From an optimization exercise on the open Yosys and OpenROAD flow, aimed at small area; shortcuts taken in it are not production practice. Only simulation tests tie the RTL to the original design; equivalence was not proved. Power and IR drop assume default switching activity.

$ cat run.sh
#!/bin/bash
# synth_recipe.tcl (not shown) runs the flow's synth.tcl, then flattens the netlist and writes it again
# the make line also repeats each setting of config.mk as NAME=value (left out here)
make -C /OpenROAD-flow-scripts/flow DESIGN_CONFIG=/design/flow/config.mk WORK_HOME=/design/flow/orfs CLKGATE_MAP_FILE= SYNTH_SCRIPT=/design/flow/synth_recipe.tcl finish
$ cat config.mk
export PLATFORM = sky130hd
export DESIGN_NAME = sd_cmd_engine
export DESIGN_NICKNAME = sd_cmd_engine
export VERILOG_FILES = /design/flow/design.v
export SDC_FILE = /design/flow/constraint.sdc
export NUM_CORES = 4
export LEC_CHECK = 0
export CAP_MARGIN = 20
export CORE_MARGIN = 2
export CORE_UTILIZATION = 40
export PLACE_DENSITY = 0.6
export SLEW_MARGIN = 20
$ cat constraint.sdc
create_clock -name core_clock -period 10.0 [get_ports {clk}]
set_input_delay 2.0000 -clock core_clock [delete_from_list [all_inputs] [get_ports {clk}]]
set_output_delay 2.0000 -clock core_clock [all_outputs]
set_load 0.01 [all_outputs]
$ cat design.v
module sd_cmd_fsm(
    in_sd_clk,
    in_soft_reset,
    hrst_n,
    in_longresponse,
    in_response,
    in_command_ready,
    in_sd_dat,
    in_sd_cmd,
    current_state,
    has_send_bit,
    has_receive_bit,
    end_command,
    end_command_and_response,
    response_timeout
);
input       in_sd_clk;
input       in_soft_reset;  
input       hrst_n;
input       in_longresponse;
input       in_response;
input       in_command_ready;
input [3:0] in_sd_dat;
input       in_sd_cmd;
output [2:0]    current_state;
output [5:0]    has_send_bit;
output [7:0]    has_receive_bit;
output          end_command;
output          end_command_and_response;
output          response_timeout;
reg [2:0]   current_state;
reg [2:0]   next_state;
reg         send_bit_counter_en;
reg [5:0]   has_send_bit;
reg         receive_bit_counter_en;
reg [7:0]   has_receive_bit;
reg         resp_time_counter_en;
reg [6:0]   resp_time;
reg         end_command;
reg         end_command_and_response;
reg         response_timeout;
wire [7:0]  need_to_receive_bit;
wire        in_command_ready;
assign need_to_receive_bit = in_longresponse ? 8'd136 : 8'd47;   
always @(posedge in_sd_clk or negedge hrst_n) begin
    if(!hrst_n)
        current_state <= 3'd0;
    else if (!in_soft_reset)
        current_state <= 3'd0;
    else
        current_state <= next_state;
end
always @(*) begin
    case (current_state)
        3'd0:
            if (in_command_ready)
                next_state = 3'd1;
            else
                next_state = current_state;
        3'd1:
            if (in_sd_dat[0])
                next_state = 3'd2;
            else
                next_state = current_state;
        3'd2:
            if (has_send_bit != 47)
                next_state = 3'd2;
            else if (!in_response)
                next_state = 3'd0;
            else
                next_state = 3'd3;
        3'd3:
            if(resp_time == 7'b0111111)
                next_state = 3'd0;
            else if (!in_sd_cmd)
                next_state = 3'd4;
            else
                next_state = 3'd3;
        3'd4:
            if(has_receive_bit == (need_to_receive_bit - 1))
                next_state = 3'd0;
            else 
                next_state = 3'd4;
        default: next_state = 3'd0;
    endcase
end
always @(*) begin
    case (current_state)
        3'd0:
        begin
            send_bit_counter_en = 1'b0;
            receive_bit_counter_en = 1'b0;
            resp_time_counter_en = 1'b0;
            end_command_and_response = 1'b0;
            end_command = 1'b0;
            response_timeout =1'b0;
        end
        3'd1:
        begin
            send_bit_counter_en = 1'b0;
            receive_bit_counter_en = 1'b0;
            resp_time_counter_en = 1'b0;
            end_command_and_response = 1'b0;
            end_command = 1'b0;
            response_timeout =1'b0;
        end
        3'd2:
        begin
            send_bit_counter_en = 1'b1;
            receive_bit_counter_en = 1'b0;
            resp_time_counter_en = 1'b0;
            end_command_and_response = 1'b0;
            end_command = 1'b0;
            response_timeout =1'b0;
        end
        3'd3:
        begin
            end_command = 1'b1;
            send_bit_counter_en = 1'b0;
            receive_bit_counter_en = 1'b0;
            resp_time_counter_en = 1'b0;
            end_command_and_response = 1'b0;
            response_timeout =1'b0;
            if(resp_time == 7'b0111111)
                response_timeout = 1'b1;
            else if (!in_sd_cmd)
                resp_time_counter_en = 1'b0;
            else
                resp_time_counter_en = 1'b1;
        end
        3'd4:
        begin
            send_bit_counter_en = 1'b0;
            resp_time_counter_en = 1'b0;
            end_command = 1'b1;
            end_command_and_response = 1'b0;
            response_timeout = 1'b0;
            if(has_receive_bit == (need_to_receive_bit - 1))
                begin
                    end_command_and_response = 1'b1;
                    receive_bit_counter_en = 1'b0;
                end
            else
                receive_bit_counter_en = 1'b1;
        end
        default: 
        begin
            send_bit_counter_en = 1'b0;
            receive_bit_counter_en = 1'b0;
            resp_time_counter_en = 1'b0;
            end_command_and_response = 1'b0;
            end_command = 1'b0;
            response_timeout =1'b0;
        end
    endcase
end
always @(posedge in_sd_clk or negedge hrst_n) begin
    if(!hrst_n)
        has_send_bit <= 6'b0;
    else if(!in_soft_reset)
        has_send_bit <= 6'b0;
    else
    begin
        if(has_send_bit == 47)
            has_send_bit <= 6'b0;
        else if (send_bit_counter_en == 1'b1)
            has_send_bit <= has_send_bit + 1;
    end
end
always @(posedge in_sd_clk or negedge hrst_n) begin
    if(!hrst_n)
        has_receive_bit <= 8'b0;
    else if (!in_soft_reset)
        has_receive_bit <= 8'b0;
    else begin
        if(has_receive_bit == (need_to_receive_bit - 1))
            has_receive_bit <= 8'b0;
        else if (receive_bit_counter_en == 1'b1)
            has_receive_bit <= has_receive_bit + 1;
    end
end
always @(posedge in_sd_clk or negedge hrst_n) begin
    if(!hrst_n)
        resp_time <= 7'b0;
    else if (!in_soft_reset)
        resp_time <= 7'b0;
    else if( current_state == 3'd4)
            resp_time <= 7'b0;
    else if (resp_time == 63)
        resp_time <= 7'b0;
    else if (resp_time_counter_en == 1'b1)
        resp_time <= resp_time + 1;
end
endmodule
module sd_cmd_send_shift_regidter (
    in_sd_clk,               
    hrst_n,                  
    in_soft_reset,           
    in_current_state,        
    in_command_index,        
    in_command_argument,     
    in_has_send_bit,         
    out_sd_cmd,              
    out_cmd_dir              
);
input   in_sd_clk;
input   hrst_n;
input   in_soft_reset;
input [2:0]  in_current_state;
input [5:0]   in_command_index;
input [31:0]  in_command_argument;
input [5:0]  in_has_send_bit;
output   out_sd_cmd;
output   out_cmd_dir;
reg [7:0]   shift_r;
reg [6:0]   crc_reg;
reg [0:7]   cmd_for_send;
reg cmd_dir_pos;
reg sd_cmd_pos;
always @(posedge in_sd_clk or negedge hrst_n) begin
    if(!hrst_n)
        cmd_dir_pos <= 1'b0;
	else if (in_current_state == 3'd2)
		cmd_dir_pos <= 1'b1;
	else if (in_current_state == 3'd0)
		cmd_dir_pos <= 1'b0;
	else if (in_current_state == 3'd3)
		cmd_dir_pos <= 1'b0;
end
assign out_cmd_dir = cmd_dir_pos;
always @(*) begin
    cmd_for_send = 8'b0;
    if (in_current_state == 3'd2)
        begin
            case(in_has_send_bit)
                6'b0,6'b1,6'b10,6'b11,6'b100,6'b101,6'b110,6'b111:
                    cmd_for_send = {1'b0,1'b1,in_command_index};
                6'b001000,6'b001001,6'b001010,6'b001011,6'b001100,6'b001101,6'b001110,6'b001111:
                    cmd_for_send = {in_command_argument[31:24]};
                6'b010000,6'b010001,6'b010010,6'b010011,6'b010100,6'b010101,6'b010110,6'b010111:
                    cmd_for_send = {in_command_argument[23:16]};
                6'b011000,6'b011001,6'b011010,6'b011011,6'b011100,6'b011101,6'b011110,6'b011111:
                    cmd_for_send = {in_command_argument[15:8]};
                6'b100000,6'b100001,6'b100010,6'b100011,6'b100100,6'b100101,6'b100110,6'b100111:
                    cmd_for_send = {in_command_argument[7:0]};
            endcase
        end
end
always @(posedge in_sd_clk or negedge hrst_n) begin
    if(!hrst_n)
        begin
            sd_cmd_pos <= 1'b1;
            shift_r <= 8'b0;
        end
    else if(!in_soft_reset)
        begin
            sd_cmd_pos <= 1'b1;
            shift_r <= 8'b0;
        end
    else
        begin
            if(in_current_state == 3'd2)
                begin
                    if(in_has_send_bit[2:0] == 3'b0)
                        begin
                            case(in_has_send_bit)
                                6'b000000:
                                    {sd_cmd_pos,shift_r} <= {1'b0,1'b1,in_command_index,1'b0};
                                6'b001000:
                                    {sd_cmd_pos,shift_r} <= {in_command_argument[31:24],1'b0};
                                6'b010000:
                                    {sd_cmd_pos,shift_r} <= {in_command_argument[23:16],1'b0};
                                6'b011000:
                                    {sd_cmd_pos,shift_r} <= {in_command_argument[15:8],1'b0};
                                6'b100000:
                                    {sd_cmd_pos,shift_r} <= {in_command_argument[7:0],1'b0};
								6'b101000:
                                    {sd_cmd_pos,shift_r} <= {crc_reg,1'b1,1'b0};
                            endcase
                        end
                    else
                        {sd_cmd_pos,shift_r} <= {shift_r,1'b0};
                end
        end
end
assign out_sd_cmd = sd_cmd_pos;
always @(posedge in_sd_clk or negedge hrst_n) begin
    if(!hrst_n)
        crc_reg <= 7'b0;
    else if (!in_soft_reset)
        crc_reg <= 7'b0;
    else
        if((in_current_state == 3'd2) &&
            (in_has_send_bit >= 6'b0)            &&
            (in_has_send_bit < 6'd40))
        begin
            crc_reg[0] <= cmd_for_send[in_has_send_bit[2:0]]^crc_reg[6];
            crc_reg[1] <= crc_reg[0];
            crc_reg[2] <= crc_reg[1];
            crc_reg[3] <= cmd_for_send[in_has_send_bit[2:0]]^crc_reg[6]^crc_reg[2];
            crc_reg[4] <= crc_reg[3];
            crc_reg[5] <= crc_reg[4];
            crc_reg[6] <= crc_reg[5];
        end
        else
            crc_reg <= 7'b0;
end
endmodule
module sd_cmd_receive_shift_register(
    in_sd_clk           ,
    hrst_n              ,
    in_soft_reset       ,
    in_current_state    ,
    in_serial_cmd       ,
    in_has_receive_bit  ,
    in_long_response    ,
    out_cmd_receive_crc_error,
    response0   ,
    response1   ,
    response2   ,
    response3
);
input       in_sd_clk                  ;
input       hrst_n                     ;
input       in_soft_reset              ;
input [2:0] in_current_state           ;
input       in_serial_cmd              ;
input [7:0] in_has_receive_bit         ;
input       in_long_response           ;
output       out_cmd_receive_crc_error  ;
output [31:0] response0  ;
output [31:0] response1  ;
output [31:0] response2  ;
output [31:0] response3  ;
reg [31:0]  response0;
reg [31:0]  response1;
reg [31:0]  response2;
reg [31:0]  response3;
reg [6:0]   receive_crc_reg;
reg [6:0]   generate_crc_reg;
reg         out_cmd_receive_crc_error;
always @(posedge in_sd_clk or negedge hrst_n) begin
    if(!hrst_n)
        begin
            response0 <= 32'b0; 
            response1 <= 32'b0; 
            response2 <= 32'b0; 
            response3 <= 32'b0;
        end
    else if (!in_soft_reset)
        begin
            response0 <= 32'b0; 
            response1 <= 32'b0; 
            response2 <= 32'b0; 
            response3 <= 32'b0;
        end
    else if (in_current_state == 3'd2)
        begin
            response0 <= 32'b0; 
            response1 <= 32'b0; 
            response2 <= 32'b0; 
            response3 <= 32'b0;
        end
    else if (in_current_state == 3'd4)
        begin
            if(in_long_response)
                begin
                    if((in_has_receive_bit >= 7) && (in_has_receive_bit <=30))
                        response3 <= {response3[30:0],in_serial_cmd};
                    else if((in_has_receive_bit >= 31) && (in_has_receive_bit <= 62))
                        response2 <= {response2[30:0],in_serial_cmd};
                    else if((in_has_receive_bit >= 63) && (in_has_receive_bit <= 94))
                        response1 <= {response1[30:0],in_serial_cmd};
                    else if((in_has_receive_bit >= 95) && (in_has_receive_bit <= 126))
                        response0 <= {response0[30:0],in_serial_cmd};
                end
            else if((in_has_receive_bit >= 7) && (in_has_receive_bit <= 38))
                response0 <= {response0[30:0],in_serial_cmd};
        end
end
always @(posedge in_sd_clk or negedge hrst_n) begin
    if(!hrst_n)
        receive_crc_reg <= 7'b0;
    else if (!in_soft_reset)
        receive_crc_reg <= 7'b0;
    else if (in_current_state == 3'd2)
        receive_crc_reg <= 7'b0;
    else if (in_current_state == 3'd4)
        begin
            if (in_long_response)
                begin
                    if((in_has_receive_bit >= 127) && (in_has_receive_bit <= 133))
                        receive_crc_reg <= {receive_crc_reg[5:0],in_serial_cmd};
                end
            else begin
                 if((in_has_receive_bit >= 39) && (in_has_receive_bit <= 45))
                     receive_crc_reg <= {receive_crc_reg[5:0],in_serial_cmd};
             end
         end
end
always @(posedge in_sd_clk or negedge hrst_n) begin
    if(!hrst_n)
        generate_crc_reg <= 7'b0;
    else if (!in_soft_reset)
        generate_crc_reg <= 7'b0;
    else if(in_current_state == 3'd2)
        generate_crc_reg <= 7'b0;
    else if (in_current_state == 3'd4)
        begin
            if(in_long_response)
                begin
                    if((in_has_receive_bit >= 7) && (in_has_receive_bit <=126))
                        begin
                            generate_crc_reg[0] <= in_serial_cmd^generate_crc_reg[6];
                            generate_crc_reg[1] <= generate_crc_reg[0];
                            generate_crc_reg[2] <= generate_crc_reg[1];
                            generate_crc_reg[3] <= in_serial_cmd^generate_crc_reg[6]^generate_crc_reg[2];
                            generate_crc_reg[4] <= generate_crc_reg[3];
                            generate_crc_reg[5] <= generate_crc_reg[4];
                            generate_crc_reg[6] <= generate_crc_reg[5];
                        end
                end
            else
                begin
                    if((in_has_receive_bit >= 0) && (in_has_receive_bit <=38))
                        begin
                            generate_crc_reg[0] <= in_serial_cmd^generate_crc_reg[6];
                            generate_crc_reg[1] <= generate_crc_reg[0];
                            generate_crc_reg[2] <= generate_crc_reg[1];
                            generate_crc_reg[3] <= in_serial_cmd^generate_crc_reg[6]^generate_crc_reg[2];
                            generate_crc_reg[4] <= generate_crc_reg[3];
                            generate_crc_reg[5] <= generate_crc_reg[4];
                            generate_crc_reg[6] <= generate_crc_reg[5];
                        end
                end
        end
end
always @(posedge in_sd_clk or negedge hrst_n) begin
    if (!hrst_n)
        out_cmd_receive_crc_error <= 1'b0;
    else if (!in_soft_reset)
        out_cmd_receive_crc_error <= 1'b0;
    else if (in_current_state == 3'd2)
        out_cmd_receive_crc_error <= 1'b0;
    else if (in_current_state == 3'd4)
        begin
            if (in_long_response)
                begin 
                    if(in_has_receive_bit == 134)
                        out_cmd_receive_crc_error <= !(generate_crc_reg == receive_crc_reg);
                end
            else if (in_has_receive_bit == 46)
                out_cmd_receive_crc_error <= !(generate_crc_reg == receive_crc_reg);
        end
end
endmodule
module sd_cmd_engine (
    input         clk,
    input         rst_n,
    input         soft_rst_n,
    input         command_ready,
    input         response_expected,
    input         long_response,
    input  [5:0]  command_index,
    input  [31:0] command_argument,
    input         sd_cmd_in,
    input         sd_dat0_in,
    output        sd_cmd_out,
    output        sd_cmd_oe,
    output        cmd_sending,
    output [31:0] response0,
    output [31:0] response1,
    output [31:0] response2,
    output [31:0] response3,
    output        resp_crc_err,
    output        end_command,
    output        end_command_and_response,
    output        response_timeout
);
wire [2:0] current_state;
wire [5:0] has_send_bit;
wire [7:0] has_receive_bit;
assign cmd_sending = (current_state == 3'd2);
sd_cmd_fsm u_fsm (
    .in_sd_clk                (clk),
    .in_soft_reset            (soft_rst_n),
    .hrst_n                   (rst_n),
    .in_longresponse          (long_response),
    .in_response              (response_expected),
    .in_command_ready         (command_ready),
    .in_sd_dat                ({3'b111, sd_dat0_in}),
    .in_sd_cmd                (sd_cmd_in),
    .current_state            (current_state),
    .has_send_bit             (has_send_bit),
    .has_receive_bit          (has_receive_bit),
    .end_command              (end_command),
    .end_command_and_response (end_command_and_response),
    .response_timeout         (response_timeout)
);
sd_cmd_send_shift_regidter u_send (
    .in_sd_clk           (clk),
    .hrst_n              (rst_n),
    .in_soft_reset       (soft_rst_n),
    .in_current_state    (current_state),
    .in_command_index    (command_index),
    .in_command_argument (command_argument),
    .in_has_send_bit     (has_send_bit),
    .out_sd_cmd          (sd_cmd_out),
    .out_cmd_dir         (sd_cmd_oe)
);
sd_cmd_receive_shift_register u_recv (
    .in_sd_clk                 (clk),
    .hrst_n                    (rst_n),
    .in_soft_reset             (soft_rst_n),
    .in_current_state          (current_state),
    .in_serial_cmd             (sd_cmd_in),
    .in_has_receive_bit        (has_receive_bit),
    .in_long_response          (long_response),
    .out_cmd_receive_crc_error (resp_crc_err),
    .response0                 (response0),
    .response1                 (response1),
    .response2                 (response2),
    .response3                 (response3)
);
endmodule
==> notes.md, run 1 <==
- Ys Warns: 3
- WP data arrival: 3.97 ns
- Synth Area in XOR/XNOR: between 2 and 2.5%
- Fin nets: 1206
- Setup Buffers After CTS: 0
- Setup tns final: 0 ns
- Finished Cell Area: 0.01151 mm²
- RSZ-0062 raised after global routing: no
- Max Freq: 0.1675 GHz
- Initial antenna violation count: 0
- Clock latency (worst-skew pair): 0.43 ns
- Tcrit/Tclk final: 59.69%
- Setup violators final: 0
- Worst-case clock buffer depth: 2
- First-pass GRT wire length: 37.00 mm
- Multiplexer share of the synthesized area: between 3 and 4%
- Multi-input logic area: 0.003761 mm²
- Register area: 0.004581 mm²
- P_leak: around 4.7 nW
- Placed Area: 0.01090 mm²
- Worst Path Max Fanout: 7
- I/O pin count: 181
- Die Height: ~150 µm
- Maximum VDD drop: 0.1228 mV
- HP Class: flop to flop
- Final worst slack: 4.031 ns
- Critical path type: primary input to primary output
- Final Max Tran Viols: 0
- CTS Hold Bufs: 0
- Gr ovfl total: 0
- Die ar.: 0.02349 mm²
- Via density: 5.156
- Most common cell after layout, fill and taps aside: dfrtp_1
- Placement Rows: 54
- Core area: 0.02182 mm²
- Buffers on Ports: 180
- Final WL: 22.00 mm
- Ys flop type: dfrtp_1
- Slew @ Worst Pin: just over 1 ns
- Cells after Synth: 1009
- CTS tree: built
- GPL Wtd Cong: 0.8453
- Initial core utilization: 40.84%
- Peak per-stage delay on the critical path: between 0.5 and 0.6 ns
- Starting DRC count in detailed routing: 462
- Status: timing/DRC/antenna clean
- Top cell by count, worst path: clkdlybuf4s50_1
- Slowest CP cell: clkdlybuf4s50_1
- Drt pass-1 iters: 4
- DPL Wire Length: between 10 and 15 mm
- Most frequent cells in the layout: dfrtp_1 (182), clkdlybuf4s50_1 (179), nand2_1 (168)
- Library cells used by synthesis: 65
- Seq cells post-synth: roughly 180
- Cell Chain, Critical Path: clkdlybuf4s50_1, nor4bb_1, nand2_1, o21ai_0, nand3_1, nor2_1, clkdlybuf4s50_1
- Cts repair resizes: 0
- Wirelength per Cell: 15.23 µm
- Main combinational cell family by area after synthesis: simple AND/OR/NAND/NOR gates
- Final Hold Violating Endpoints: 0
- PD cells: 144.9 mW/mm²
- Largest net degree at the start of global routing: 108
- Simple-gate share of the synthesized area: 20.09%
- Total track usage: 19.07%
- Root buf cell: clkbuf_16
- Layout filler cell count: 2021
- Vias in the first global route: 7041
- Synthesized area per cell: 8.834 µm²
- Slew headroom: approximately a third
- Compound-cell area share of the yosys netlist: 15.05%
- Critical Path End Type: primary output
- Die width: 153.3 µm
- Drt drc: 0
- Worst Path Required: 8.00 ns
- Share of cells above drive strength 1: 6.271%
- CTS clk-pin slew, worst paths: 0.07 ns
- Via count: 7445
- Mapped Area: 0.008914 mm²
- Pre-CTS setup slack: 4.037 ns
- Adder-cell share of the synthesized area: between 1 and 1.5%
- Clock skew: roughly 0.021 ns
- Post-synthesis sequential area ratio: 51.39%
- Clock Sinks: 183
- Area delta synth->final: 29.16%
- Inserted Diodes: 0
- EDFF count, synth: 0
- Antenna viol nets, final: 0
- Final Critical Period: 5.969 ns
- Total CTS buffers: 17
- Crit start category: primary input
- CTS HTree Levels: 4
- Max-Cap Viols: 0
- Post-synth ARST share: 100.0%
[area by class of cell]
cell class | instances | share of cell area (%)
clock inverters | 14 | 1.348
inverters | 82 | 2.782
repair buffers | 192 | 16.64
multi-input cells | 675 | 32.67
clock buffers | 18 | 3.728
flip-flops and latches | 183 | 39.79
well taps | 280 | 3.043
[Yosys cell counts, types with 2 or more instances]
master | n | share of area (%)
nor2b_1 | 8 | 0.56
nand4_1 | 12 | 0.84
and2_1 | 6 | 0.42
or2_2 | 3 | 0.21
ha_1 | 9 | 1.3
nor2_1 | 46 | 1.9
a221oi_1 | 3 | 0.29
a311oi_1 | 2 | 0.20
o31ai_1 | 2 | 0.17
mux2i_1 | 16 | 1.8
a22oi_1 | 2 | 0.17
xor2_1 | 13 | 1.3
buf_1 | 5 | 0.21
a21oi_1 | 51 | 2.9
o211ai_1 | 2 | 0.17
xnor2_1 | 10 | 0.98
nand3b_1 | 4 | 0.34
and3_1 | 6 | 0.42
a221o_1 | 2 | 0.22
inv_1 | 80 | 3.4
nor3b_1 | 4 | 0.34
nand2b_1 | 8 | 0.56
o22ai_1 | 2 | 0.14
o21ai_1 | 5 | 0.28
a22o_1 | 8 | 0.79
o221ai_1 | 4 | 0.39
a32oi_1 | 3 | 0.29
nand3_1 | 82 | 4.6
buf_2 | 13 | 0.73
nor4_1 | 2 | 0.14
or3b_1 | 2 | 0.20
nor3_1 | 14 | 0.79
a21bo_2 | 4 | 0.45
clkbuf_1 | 50 | 2.1
mux2_2 | 11 | 1.4
o2bb2ai_1 | 2 | 0.20
a31oi_1 | 6 | 0.42
or3_1 | 6 | 0.42
nand2_1 | 168 | 7.1
dfrtp_1 | 182 | 51
o21ai_0 | 127 | 7.1
[critical path: cells and delay by family]
kind | cells | cell delay, ns
simple gates | 4 | 0.77
buf+inv | 2 | 1.13
compound gates | 1 | 0.08
[power by group]
group,total [mW],switching (mW),internal [mW]
clock network,0.663,0.327,0.336
logic,0.221,0.141,0.0807
registers,0.784,0.0225,0.762
total,1.67,0.490,1.18
[worst paths after layout]
| kind | from | endpoint | slack, ns | depth (start not counted) |
|---|---|---|---|---|
| min in group asynchronous | rst_n | u_send.crc_reg[6] | 1.63 | 1 |
| worst max register to register | u_fsm.has_send_bit[4] | u_send.crc_reg[3] | 6.79 | 8 |
| worst max-delay path | long_response | end_command_and_response | 4.03 | 7 |
| max in group asynchronous | rst_n | u_send.sd_cmd_pos | 6.96 | 3 |
| worst min register to register | u_send.crc_reg[5] | u_send.crc_reg[6] | 0.48 | 1 |
| worst min-delay path | u_send.crc_reg[5] | u_send.crc_reg[6] | 0.48 | 1 |
[routing by layer]
layer / track usage, % / part of all wire [%] / vias to the layer above
met4: 5.291 / 1.6 / 0
met3: 5.897 / 7.4 / 23
met1: 27.63 / 48 / 3519
met5: 0 / 0 / -
met2: 27.61 / 43 / 202
li1: - / - / 3701
[through the flow]
| step | util, % | total power [mW] | cells | hold WS [ns] |
|---|---|---|---|---|
| floorplan | - | 0.9270 | 1009 | 0.4447 |
| global placement | 49.95 | 1.021 | 1411 | 0.4568 |
| detailed placement | 49.95 | 1.021 | 1411 | 0.4651 |
| CTS | 52.63 | 1.693 | 1443 | 0.4820 |
| global route | 52.75 | 1.754 | 1444 | 0.5076 |
| finish | 52.75 | 1.669 | 1444 | 0.4813 |
[logic make-up after synthesis]
family                     count (synthesis)
xor gates and xnor gates                  23
adders and majority gates                  9
DFF                                      183
buffers and inverters                    151
muxes                                     27
AOI/OAI and AO/OA                        234
and+or+nand+nor                          382
==> run 2: changes to the inputs <==
==> design.v (replaced) <==
module sd_cmd_engine (
    input         clk,
    input         rst_n,
    input         soft_rst_n,
    input         command_ready,
    input         response_expected,
    input         long_response,
    input  [5:0]  command_index,
    input  [31:0] command_argument,
    input         sd_cmd_in,
    input         sd_dat0_in,
    output        sd_cmd_out,
    output        sd_cmd_oe,
    output        cmd_sending,
    output [31:0] response0,
    output [31:0] response1,
    output [31:0] response2,
    output [31:0] response3,
    output        resp_crc_err,
    output        end_command,
    output        end_command_and_response,
    output        response_timeout
);
reg        st_send, st_resp, st_c;
reg        oe;
reg  [7:0] cnt;
reg  [6:0] crc;
reg [119:0] resp;
wire idle      = !st_send && !st_resp;
wire wait_send = idle && st_c;
wire wait_recv = st_resp && !st_c;
wire receiving = st_resp && st_c;
wire send_last = (cnt[5:0] == 6'd47);
wire timeout   = wait_recv && (cnt[5:0] == 6'd63);
wire recv_last = long_response ? (cnt == 8'd135) : (cnt == 8'd46);
always @(posedge clk or negedge rst_n) begin
    if (!rst_n) begin
        st_send <= 1'b0;
        st_resp <= 1'b0;
        st_c    <= 1'b0;
    end else if (!soft_rst_n) begin
        st_send <= 1'b0;
        st_resp <= 1'b0;
        st_c    <= 1'b0;
    end else if (st_send) begin
        if (send_last) begin
            st_send <= 1'b0;
            st_resp <= response_expected;
        end
    end else if (!st_resp) begin
        if (!st_c) begin
            st_c <= command_ready;
        end else if (sd_dat0_in) begin
            st_c    <= 1'b0;
            st_send <= 1'b1;
        end
    end else if (!st_c) begin
        if (timeout)
            st_resp <= 1'b0;
        else if (!sd_cmd_in)
            st_c <= 1'b1;
    end else if (recv_last) begin
        st_resp <= 1'b0;
        st_c    <= 1'b0;
    end
end
always @(posedge clk or negedge rst_n) begin
    if (!rst_n)
        oe <= 1'b0;
    else
        oe <= st_send;
end
always @(posedge clk) begin
    if (idle || (st_send && send_last) || (wait_recv && !sd_cmd_in))
        cnt <= 8'd0;
    else
        cnt <= cnt + 8'd1;
end
wire [39:0] frame = {2'b01, command_index, command_argument};
wire        send_bit = (cnt[5:0] >= 6'd1 && cnt[5:0] <= 6'd40) ? frame[6'd40 - cnt[5:0]] : crc[6];
assign sd_cmd_out  = !st_send || send_bit;
assign sd_cmd_oe   = oe;
assign cmd_sending = st_send;
wire recv_crc_win = long_response ? (cnt >= 8'd7 && cnt <= 8'd133) : (cnt <= 8'd45);
wire crc_in  = st_send ? send_bit : sd_cmd_in;
wire crc_fb  = crc_in ^ crc[6];
always @(posedge clk) begin
    if (wait_send)
        crc <= 7'd0;
    else if (st_send || (receiving && recv_crc_win))
        crc <= {crc[5:3], crc[2] ^ crc_fb, crc[1:0], crc_fb};
end
assign resp_crc_err = |crc;
wire shift_en = receiving && (cnt >= 8'd7) && (long_response ? (cnt <= 8'd126) : (cnt <= 8'd38));
always @(posedge clk) begin
    if (shift_en)
        resp <= {resp[118:96], resp[95] & long_response,
                 resp[94:64],  resp[63] & long_response,
                 resp[62:32],  resp[31] & long_response,
                 resp[30:0],   sd_cmd_in};
end
assign response0 = resp[31:0];
assign response1 = resp[63:32];
assign response2 = resp[95:64];
assign response3 = {8'd0, resp[119:96]};
assign end_command              = st_resp;
assign end_command_and_response = receiving && recv_last;
assign response_timeout         = timeout;
endmodule
==> notes.md, run 2 <==
- Worst hold margin: 0.4446 ns
- Worst-case clock buffer depth: 2
- RR Startpoint: cnt[0]
- HP Class: flop to flop
- I/O pin count: 181
- First-pass GRT wire length: 16.99 mm
- Largest cells by area after synthesis: edfxtp_1 (68%), dfxtp_1 (5.7%), mux4_2 (3.0%), dfrtp_1 (1.9%), nor2_1 (1.6%)
- Placed Area: roughly 0.007 mm²
- Sw Share: 20.29%
- Wirelength per Cell: 16.03 µm
- Clock Sinks: 139
- Final Util: 59.75%
- Initial core utilization: 40.42%
- Buffers on Ports: 172
- Post-synthesis sequential area ratio: about three quarters
- Gr ovfl total: 0
- Tcrit/Tclk final: roughly 64%
- CTS tree: built
- Top cell by count, worst path: clkdlybuf4s50_1
- Post-synth ARST share: under 10%
- Starting DRC count in detailed routing: 243
- Max reg flops: 120
- Net Sw Power: between 0.2 and 0.3 mW
- Max Freq: roughly 0.16 GHz
- Worst Path Max Fanout: 3
- Status: timing/DRC/antenna clean
- Synthesized area per cell: 16.63 µm²
- R2R cell count: 7
- Seq cells post-synth: between 100 and 150
- Worst Hold Endpoint: resp[108]
- Slew @ Worst Pin: 0.8797 ns
- Hold_sp: resp[107]
- P_leak: 2.711 nW
- Yosys top cell area share: 68.13%
- PD cells: around 180 mW/mm²
- Die width: 119.0 µm
- Most common cell in the synthesized netlist: edfxtp_1
- Share of cells above drive strength 1: 9.747%
- Regs by FF count: resp x120, cnt x8, crc x7
- Sequential Power Share: roughly 45%
- Library cells used by synthesis: 59
- Ys flop type: edfxtp_1
- Critical path type: primary input to primary output
- Inserted Diodes: 0
- CTS Hold Bufs: 0
- Crit start category: primary input
- Logic pwr share: a little over 8%
- Final Critical Period: about 6.4 ns
- GPL Wtd Cong: 0.7556
- Max-Cap Viols: 0
- Drt drc: 0
- Placement Rows: 42
- Total CTS buffers: 17
- Maximum VDD drop: 0.1161 mV
- CTS HTree Levels: 4
- Mapped Area: 0.005289 mm²
- Cell Chain, Critical Path: clkdlybuf4s50_1, mux4_1, mux2_4, o311a_4, a211oi_1, o21ai_0, clkdlybuf4s50_1
- Via density: approximately 4.9
- Slowest CP cell: clkdlybuf4s50_1
- WP data arrival: 4.36 ns
- Worst Path Required: 8.00 ns
- Fin nets: 550
- Core area: 0.01309 mm²
- DPL Wire Length: about 8.0 mm
- CTS clk-pin slew, worst paths: 0.06 ns
- EDFF count, synth: 120
- Largest net degree at the start of global routing: 73
- Setup tns final: 0 ns
- Clock share of power: 46.7%
- R2R Setup Slk: 6.42 ns
- Antenna viol nets, final: 0
- Via count: about 3400
- Finished Cell Area: roughly 0.0078 mm²
- Setup Buffers After CTS: 0
- Area leader, netlist: edfxtp_1
- Die ar.: 0.01416 mm²
- Most flops, register: resp
- RR Endpoint: resp[67]
- Most frequent cells in the layout: clkdlybuf4s50_1 (172), edfxtp_1 (120), nor2_1 (23)
- Vias in the first global route: approximately 3200
- Total track usage: about 16%
- Clock skew: 0.006971 ns
- Critical Path End Type: primary output
- Clock latency (worst-skew pair): between 0.4 and 0.5 ns
- Ys Warns: 1
- Die Height: 119.0 µm
- P_int: roughly 1.1 mW
- Slew headroom: about two fifths
- Cts repair resizes: 0
- Power, Total: 1.434 mW
- RSZ-0062 raised after global routing: no
- Layout filler cell count: slightly above 1000
- Initial antenna violation count: 0
- Area delta synth->final: 47.84%
- Commonest cells post-synth: edfxtp_1 (120), nor2_1 (23), nand2_1 (17), dfxtp_1 (15), a21oi_1 (10)
- Peak per-stage delay on the critical path: 0.54 ns
- Final Hold Violating Endpoints: 0
- Final Max Tran Viols: 0
- Final WL: 11.05 mm
- Setup violators final: 0
- Worst Hold Depth: 0
- Drt pass-1 iters: 6
- Cells after Synth: ~320
- Root buf cell: clkbuf_16
- Most common cell after layout, fill and taps aside: clkdlybuf4s50_1
==> run 2: changes by cell type in the layout (fill, tap and decap cells not counted), sizes merged, moves of 15 or more <==
cell | before | now
a21oi | 52 | 10
dfrtp | 182 | 4
edfxtp | 0 | 120
nand2 | 168 | 18
dfxtp | 0 | 15
nor2 | 46 | 24
o21ai | 132 | 7
inv | 87 | 7
nand3 | 83 | 7
==> run 2: how the worst max path moves through the flow <==
stage	start	end	slack [ns]	cells past startpoint
2_1_floorplan	long_response	resp[0]	1.36	4
3_3_place_gp	command_argument[5]	sd_cmd_out	3.65	7
3_5_place_dp	command_argument[13]	sd_cmd_out	3.64	7
4_1_cts	command_argument[13]	sd_cmd_out	3.63	7
5_1_grt	command_argument[13]	sd_cmd_out	3.54	7
6_report	command_argument[13]	sd_cmd_out	3.64	7
==> run 2: worst max-delay path, delay by kind of cell <==
family,cells,cell delay (ns)
AO/OA/AOI/OAI,3,0.65
buffers and inverters,2,0.94
multiplexers,2,0.77
==> run 2: stage by stage <==
stage / std cells / worst slack [ns]
global route: 689 / 3.542
floorplan: 325 / 1.356
CTS: 689 / 3.630
detailed placement: 657 / 3.642
finish: 689 / 3.644
global placement: 657 / 3.651
==> run 2: cell type report <==
type	instances	area, µm²	area share [%]
Clock buffer	22	484.2	6.193
Sequential cell	139	4004	51.21
Clock inverter	10	162.7	2.080
Tap cell	176	220.2	2.816
Inverter	6	22.52	0.2880
Multi-Input combinational cell	162	1189	15.20
Timing Repair Buffer	174	1737	22.21
==> run 2: cell families (layout without fill, tap and decap cells) <==
kind of cell    Yosys count  count (layout)  share of synthesized area (%)
xor+xnor                  8               8                          1.325
compound gates           38              38                          5.205
mux                      18              18                          5.772
flops                   139             139                          75.70
fa+ha+maj                 4               4                         0.9463
buf+inv                  24             212                          2.531
simple gates             86              86                          8.446
other cells               1               8                        0.07090
==> run 2: power groups by stage <==
stage	clock (mW)	sequential, mW	combinational [mW]
2_1_floorplan	0	0.650	0.0866
3_3_place_gp	0	0.659	0.117
3_5_place_dp	0	0.660	0.118
4_1_cts	0.686	0.647	0.119
5_1_grt	0.715	0.649	0.129
6_report	0.670	0.647	0.117
==> run 2: routing by layer <==
layer  global-route usage, %  vias to the layer above  routed length, µm
li1                        -                     1572                  -
met1                   21.11                     1636               5031
met2                   24.25                      148               5113
met3                   6.034                       11                785
met4                   4.911                        0                115
met5                       0                        -                  0
==> run 3: changes to the inputs <==
--- a/design.v
+++ b/design.v
@@ -77,6 +77,15 @@
         cnt <= cnt + 8'd1;
 end
-wire [39:0] frame = {2'b01, command_index, command_argument};
-wire        send_bit = (cnt[5:0] >= 6'd1 && cnt[5:0] <= 6'd40) ? frame[6'd40 - cnt[5:0]] : crc[6];
+wire [63:0] line = {{16{crc[6]}}, {7{crc[6]}}, command_argument[0], command_argument[1], command_argument[2],
+                    command_argument[3], command_argument[4], command_argument[5], command_argument[6],
+                    command_argument[7], command_argument[8], command_argument[9], command_argument[10],
+                    command_argument[11], command_argument[12], command_argument[13], command_argument[14],
+                    command_argument[15], command_argument[16], command_argument[17], command_argument[18],
+                    command_argument[19], command_argument[20], command_argument[21], command_argument[22],
+                    command_argument[23], command_argument[24], command_argument[25], command_argument[26],
+                    command_argument[27], command_argument[28], command_argument[29], command_argument[30],
+                    command_argument[31], command_index[0], command_index[1], command_index[2],
+                    command_index[3], command_index[4], command_index[5], 1'b1, 1'b0, crc[6]};
+wire        send_bit = line[cnt[5:0]];
 assign sd_cmd_out  = !st_send || send_bit;
 assign sd_cmd_oe   = oe;
--- a/config.mk
+++ b/config.mk
@@ -8,5 +8,6 @@
 export CAP_MARGIN = 20
 export CORE_MARGIN = 2
-export CORE_UTILIZATION = 40
-export PLACE_DENSITY = 0.6
+export CORE_UTILIZATION = 60
+export CTS_BUF_LIST = sky130_fd_sc_hd__clkbuf_4
+export PLACE_DENSITY = 0.75
 export SLEW_MARGIN = 20
==> notes.md, run 3 <==
- Slew headroom: 44.91%
- Worst Path Max Fanout: 2
- Peak per-stage delay on the critical path: 0.49 ns
- Cts repair resizes: 0
- HP Class: flop to flop
- Core area: 0.008593 mm²
- Clock latency (worst-skew pair): 0.53 ns
- Total track usage: 25.88%
- Final Util: a little under nine tenths
- Tcrit/Tclk final: between 60% and 70%
- Worst Path Required: approximately 8.0 ns
- Placement Rows: 34
- R2R cell count: 5
- Most common cell in the synthesized netlist: edfxtp_1
- Most flops, register: resp
- Worst Hold Depth: 0
- Ys Warns: 1
- Final Max Tran Viols: 0
- Post-Layout Cell Count: 608
- Die Height: 97.60 µm
- Final WL: 12.28 mm
- DP Cell Count: 577
- Library cells used by synthesis: 55
- Gr ovfl total: 0
- Top cell by count, worst path: clkdlybuf4s50_1
- Layout filler cell count: 413
- Final Critical Period: 6.427 ns
- Die ar.: 0.009525 mm²
- RSZ-0062 raised after global routing: no
- Setup Buffers After CTS: 0
- Mapped Area: 0.005256 mm²
- WP buf/inv: 2
- Max reg flops: 120
- Seq cells post-synth: 139
- Worst-case clock buffer depth: 2
- Largest cells by area after synthesis: edfxtp_1 (69%), dfxtp_1 (5.7%), mux4_2 (2.1%), dfrtp_1 (1.9%), nor2_1 (1.9%)
- Die width: 97.60 µm
- Power, Total: 1.097 mW
- Post-synthesis sequential area ratio: 76.17%
- Inserted Diodes: 0
- Crit start category: primary input
- Final Hold Violating Endpoints: 0
- Synthesized area per cell: 16.85 µm²
- CTS clk-pin slew, worst paths: 0.13 ns
- P_leak: 2.494 nW
- Starting DRC count in detailed routing: approximately 340
- Max-Cap Viols: 0
- Critical path depth: 7
- EDFF count, synth: 120
- CTS tree: built
- Buffers on Ports: 172
- Commonest cells post-synth: edfxtp_1 (120), nor2_1 (26), dfxtp_1 (15), a21oi_1 (9), buf_4 (9)
- Worst path top cell family by delay: buffers and inverters
- Largest net degree at the start of global routing: 62
- Status: timing/DRC/antenna clean
- Most common cell after layout, fill and taps aside: clkdlybuf4s50_1
- DPL Wire Length: 8.065 mm
- Fin nets: ~540
- Slew @ Worst Pin: 0.8263 ns
- Root buf cell: clkbuf_4
- Via count: 3479
- Clock skew: 0.01897 ns
- Max Freq: 0.1556 GHz
- Maximum VDD drop: 0.1262 mV
- Post-synth ARST share: between 2 and 3%
- Worst hold margin: about 0.46 ns
- Ys flop type: edfxtp_1
- Cell Chain, Critical Path: clkdlybuf4s50_1, mux4_2, and2_1, a2111oi_0, a311oi_1, a211o_1, clkdlybuf4s50_1
- R2R Setup Slk: 6.42 ns
- Area leader, netlist: edfxtp_1
- WP data arrival: 4.43 ns
- Slowest CP cell: clkdlybuf4s50_1
- Total CTS buffers: 17
- Critical Path End Type: primary output
- Regs by FF count: resp x120, cnt x8, crc x7
- Drt drc: 0
- Most frequent cells in the layout: clkdlybuf4s50_1 (172), edfxtp_1 (120), nor2_1 (26)
- Yosys top cell area share: around 70%
- Vias in the first global route: 3289
- Drt pass-1 iters: 4
- Antenna viol nets, final: 0
- I/O pin count: 181
- Initial core utilization: 61.17%
- PD cells: 148.9 mW/mm²
- GPL Wtd Cong: approximately 0.85
- CTS Hold Bufs: 0
- Share of cells above drive strength 1: 10.00%
- Cells after Synth: 312
- Clock Sinks: 139
- Area delta synth->final: 40.16%
- Setup violators final: 0
- Via density: about 5.7
- Setup tns final: 0 ns
- First-pass GRT wire length: approximately 18 mm
- Initial antenna violation count: 0
- CTS HTree Levels: 4
- Critical path type: primary input to primary output
- Wirelength per Cell: 20.20 µm
[run 3: kinds of logic after synthesis]
kind of cell | after synthesis | synth area share [%]
xor gates and xnor gates | 6 | 0.9998
and+or+nand+nor | 71 | 7.141
buffers and inverters | 32 | 3.213
AOI/OAI and AO/OA | 38 | 5.166
DFF | 139 | 76.17
adders and majority gates | 4 | 0.9522
other | 1 | 0.07134
muxes | 21 | 6.284
[run 3: per-layer routing]
metal,GRT usage (%),vias up,part of all wire [%]
met2,41.70,202,51
met5,0,-,0
li1,-,1530,-
met1,34.61,1725,40
met3,7.122,22,7.7
met4,8.654,0,1.6
[run 3: area by class of cell]
cell class	instances	area [µm²]	share of cell area, %
inverter	8	30.03	0.4076
clock inverter	13	192.7	2.615
multi-input combinational	148	1134	15.39
clock buffer	18	135.1	1.834
tap	108	135.1	1.834
timing repair buffer	174	1737	23.57
sequential	139	4004	54.35
[run 3: final timing paths]
path | from | end
min | resp[72] | resp[73]
max | command_argument[22] | sd_cmd_out
min reg2reg | resp[72] | resp[73]
min in group asynchronous | rst_n | st_c
max reg2reg | cnt[1] | resp[26]
max in group asynchronous | rst_n | st_resp
[run 3: stage by stage]
step / worst slack, ns / instance area [µm²]
after floorplan: 2.883 / 5301
after global placement: 3.644 / 7034
after detailed placement: 3.570 / 7034
after CTS: 3.565 / 7362
after global routing: 3.444 / 7367
final: 3.573 / 7367
[run 3: report_power, final]
group	total [mW]	internal, mW	switching (mW)
Sequential	0.631	0.624	0.00736
Clock	0.410	0.202	0.208
Combinational	0.0554	0.0347	0.0208

==> static timing again, ports no longer ideal <==
In the flow no input, the clock included, has a driving cell. The finished layouts below were timed again as built, in two steps. Step 1: set_driving_cell puts a clkbuf_16 on clk and a buf_2 on each other input, an assumption about the parent block. Step 2 also shifts input and output timing later by t, the mid clock arrival at the registers, as if the neighbouring blocks saw the same clock. a / b / c = no drivers / after step 1 / after step 2; a / b = the first two.
run | t, ns | setup WS [ns] | worst setup path after step 2
run 1 | 0.469 | 4.031 / 3.964 / 3.964 | input to output
run 2 | 0.442 | 3.644 / 3.615 / 3.615 | input to output
run 3 | 0.554 | 3.573 / 3.540 / 3.540 | input to output
After both steps every run listed still meets setup and hold. For run 1, which loses most, drivers alone change the setup slack by -0.067 ns; drivers and shift together by -0.067 ns.
